Context: an optimization exercise on an open-source flow, tuned for small area and a short achievable clock period. The choices shown serve that exercise and are no tape-out recipe.
The RTL was checked by simulation tests, not by an equivalence proof against the original design.
Power figures rest on the tool's default switching activity, not on a simulated workload.

// cpu
module cpu (
    input  wire        clk,
    input  wire        reset,
    output wire [7:0]  mem_addr,
    output wire [31:0] mem_wdata,
    output wire        mem_we,
    input  wire [31:0] mem_rdata
);
    localparam [5:0] S_RESET = 6'd0,  S_FETCH = 6'd1,  S_DECODE = 6'd2,
                     S_OVF   = 6'd3,  S_404   = 6'd4,  S_DIV0   = 6'd5,
                     S_ADD   = 6'd6,  S_AND   = 6'd7,  S_DIV    = 6'd8,
                     S_MULT  = 6'd9,  S_JR    = 6'd10, S_MFHI   = 6'd11,
                     S_MFLO  = 6'd12, S_SLL   = 6'd13, S_SLLV   = 6'd14,
                     S_SLT   = 6'd15, S_SRA   = 6'd16, S_SRAV   = 6'd17,
                     S_SRL   = 6'd18, S_SUB   = 6'd19, S_BREAK  = 6'd20,
                     S_RTE   = 6'd21, S_ADDM  = 6'd22, S_ADDI   = 6'd23,
                     S_ADDIU = 6'd24, S_BEQ   = 6'd25, S_BNE    = 6'd26,
                     S_BLE   = 6'd27, S_BGT   = 6'd28, S_SLLM   = 6'd29,
                     S_LB    = 6'd30, S_LH    = 6'd31, S_LUI    = 6'd32,
                     S_LW    = 6'd33, S_SB    = 6'd34, S_SH     = 6'd35,
                     S_SLTI  = 6'd36, S_SW    = 6'd37, S_J      = 6'd38,
  ...
export LEC_CHECK = 0
export CAP_MARGIN = 20
export CORE_MARGIN = 2
export CORE_UTILIZATION = 55
export CTS_BUF_LIST = sky130_fd_sc_hd__clkbuf_16
export CTS_CLUSTER_DIAMETER = 80
export CTS_CLUSTER_SIZE = 16
export SETUP_SLACK_MARGIN = 4.2
export SLEW_MARGIN = 20
create_clock -name core_clock -period 8.0 [get_ports {clk}]
standard.sh (not shown) runs the stock make flow with config.mk's settings and CLKGATE_MAP_FILE= SYNTH_SCRIPT=/design/flow/synth_recipe.tcl, a recipe that flattens the netlist after the stock synthesis.
==> flow/flow/run.sh <==
#!/bin/bash
# Own flow: the standard layout (standard synthesis, floorplan, power grid,
# placement, CTS, routing), with two changes to how cells are chosen:
#  - timing repair may resize cells to other footprints (MATCH_CELL_FOOTPRINT=0),
#  - ports are buffered with sky130_fd_sc_hd__buf_4 instead of a delay cell.
# make's full output goes to standard_make.log; ORFS keeps each step's log
# under orfs/logs/.
set -euo pipefail
bash standard.sh MATCH_CELL_FOOTPRINT=0 \
    'BUFFER_PORTS_ARGS=-buffer_cell sky130_fd_sc_hd__buf_4' \
    finish > standard_make.log 2>&1
The starting point passed the timing, DRC and antenna checks.
Change:
--- a/flow/design.v
+++ b/flow/design.v
@@ -57,33 +57,26 @@
                   (last == S_JAL);
     wire l_b    = (last == S_SLL) || (last == S_SLLV) || (last == S_SRA) || (last == S_SRAV) ||
                   (last == S_SRL) || (last == S_SLLM) || (last == S_LW);
     wire l_store = (last == S_SB) || (last == S_SH) || (last == S_SW);
     wire l_exc  = (last == S_OVF) || (last == S_404) || (last == S_DIV0);
     wire l_maddr = (last == S_ADDM) || (last == S_SLLM) || (last == S_LB) || (last == S_LH) ||
                    (last == S_LW) || (last == S_SB) || (last == S_SH) || (last == S_SW);
     wire l_write = l_rd || l_rt || (last == S_JAL) || (last == S_RESET);
     reg  [5:0] st_n;
     reg  [3:0] cnt_n;
     reg  [5:0] dec_st;
-    wire [5:0] d_op = mem_rdata[31:26];
-    wire [5:0] d_fn = mem_rdata[5:0];
-    reg  [5:0] dec_q;
-    always @(posedge clk) begin
-        if (d0)
-            dec_q <= dec_st;
-    end
     always @(*) begin
-        case (d_op)
+        case (OPCODE)
             6'b000000:
-                case (d_fn)
+                case (FUNCT)
                     6'b100000: dec_st = S_ADD;
                     6'b100100: dec_st = S_AND;
                     6'b011010: dec_st = S_DIV;
                     6'b011000: dec_st = S_MULT;
                     6'b001000: dec_st = S_JR;
                     6'b010000: dec_st = S_MFHI;
                     6'b010010: dec_st = S_MFLO;
                     6'b000000: dec_st = S_SLL;
                     6'b000100: dec_st = S_SLLV;
                     6'b101010: dec_st = S_SLT;
                     6'b000011: dec_st = S_SRA;
@@ -114,23 +107,23 @@
             6'b000011: dec_st = S_JAL;
             default:   dec_st = S_404;
         endcase
     end
     always @(*) begin
         st_n  = st;
         cnt_n = cnt + 4'd1;
         case (st)
             S_FETCH:
                 if (cnt == 4'd3) begin st_n = S_DECODE; cnt_n = 4'd0; end
             S_DECODE:
-                if (c1) begin st_n = dec_q; cnt_n = 4'd0; end
+                if (c1) begin st_n = dec_st; cnt_n = 4'd0; end
             S_OVF, S_404, S_DIV0:
                 if (c4) begin st_n = S_FETCH; cnt_n = 4'd0; end
             S_ADD, S_SUB, S_ADDI, S_SW:
                 if (c1) begin st_n = S_FETCH; cnt_n = 4'd0; end
             S_AND, S_SLT, S_SLTI, S_ADDIU, S_JAL:
                 if (c1) begin st_n = S_FETCH; cnt_n = 4'd0; end
             S_DIV: begin
                 cnt_n = 4'd1;
                 if (DivZero)      begin st_n = S_DIV0;  cnt_n = 4'd0; end
                 else if (DivStop) begin st_n = S_FETCH; cnt_n = 4'd0; end
             end
@@ -216,23 +209,23 @@
     reg  [1:0]  hl_src;
     reg  [31:0] m_acc, m_q;
     reg  [31:0] d_rem, d_dq;
     wire [31:0] HI = hl_src[0] ? m_acc : (hl_src[1] ? d_rem : 32'd0);
     wire [31:0] LO = hl_src[0] ? m_q   : (hl_src[1] ? d_dq  : 32'd0);
     wire [31:0] wd = ({32{ws_aluo}} & ALUOut) | ({32{ws_b}} & B) |
                      ({32{ws_lb}} & {24'd0, B[7:0]}) | ({32{ws_lh}} & {16'd0, B[15:0]}) |
                      ({32{ws_hi}} & HI) | ({32{ws_lo}} & LO) |
                      ({32{ws_lui}} & {IMM, 16'd0}) | ({32{ws_227}} & 32'd227);
     integer p;
     always @(posedge clk) begin
-        phase <= reset ? 5'd0 : phase + 5'd1;    
+        phase <= phase + 5'd1;
         for (q = 0; q < 32; q = q + 1)
             rsel[q] <= (rp_next == q);
         for (p = 0; p < 32; p = p + 1) begin
             if (p % 4 == 0 && wcommit[p / 4])
                 ring[p] <= {!reset, wd};
             else
                 ring[p] <= {ring[(p + 31) % 32][32] && !reset, ring[(p + 31) % 32][31:0]};
         end
     end
     always @(posedge clk) begin
         if (reset)
@@ -464,23 +457,22 @@
             end
         end
         if (d_zero) begin
             d_zero <= 1'b0;
         end else if (d_stop) begin
             d_stop <= 1'b0;
         end else if (reset) begin
             d_rem  <= 32'd0;
             d_fim  <= 1'b0;
             d_run  <= 1'b0;
             d_stop <= 1'b0;
-            d_zero <= 1'b0;    
         end else if (DivInit) begin
             if (d_run) begin
                 if (!md_cnt[5]) begin
                     d_rem  <= d_ge ? alu_sum[31:0] : d_sh;
                     d_dq   <= {d_dq[30:0], d_ge};
                     md_cnt <= md_cnt + 6'd1;
                 end else begin
                     d_run  <= 1'b0;
                     d_fim  <= 1'b1;
                     d_stop <= 1'b1;
                 end
Result: Die area is higher by 1.0%; core utilization falls by 1.0 points; global-route usage grows by 0.95 points; worst setup slack gets better by 0.13 ns; non-clock buffer count shrinks by 15; critical path depth decreases by 12; wire length rises by about 2%; sequential power went down by about 7%; hold slack improved by 0.024 ns; power came out lower by about 5.5%.

port drivers added, routing unchanged:
No port has a modelled driver above. Below, the same layouts with a new extraction and two added sets of constraints. Step 1: set_driving_cell puts a clkbuf_16 on clk and a buf_2 on each other input, an assumption about the parent block. Step 2 moves the port delays by t, midway between the first and last clock arrival at a register: inputs arrive t later, outputs are due t later. That takes back most of the time a late clock gives input paths. a / b / c = no drivers / after step 1 / after step 2; a / b = the first two.
run	shift t [ns]	setup WS [ns]	worst data-port slew with drivers (ns)
the first run	0.817	3.948 / 3.907 / 3.544	0.28
the second run	0.799	4.082 / 3.810 / 3.605	0.35
After both steps setup and hold are still met in every run listed. The setup slack of the second run, which loses most, moves by -0.272 ns with the drivers and by -0.477 ns with both steps.
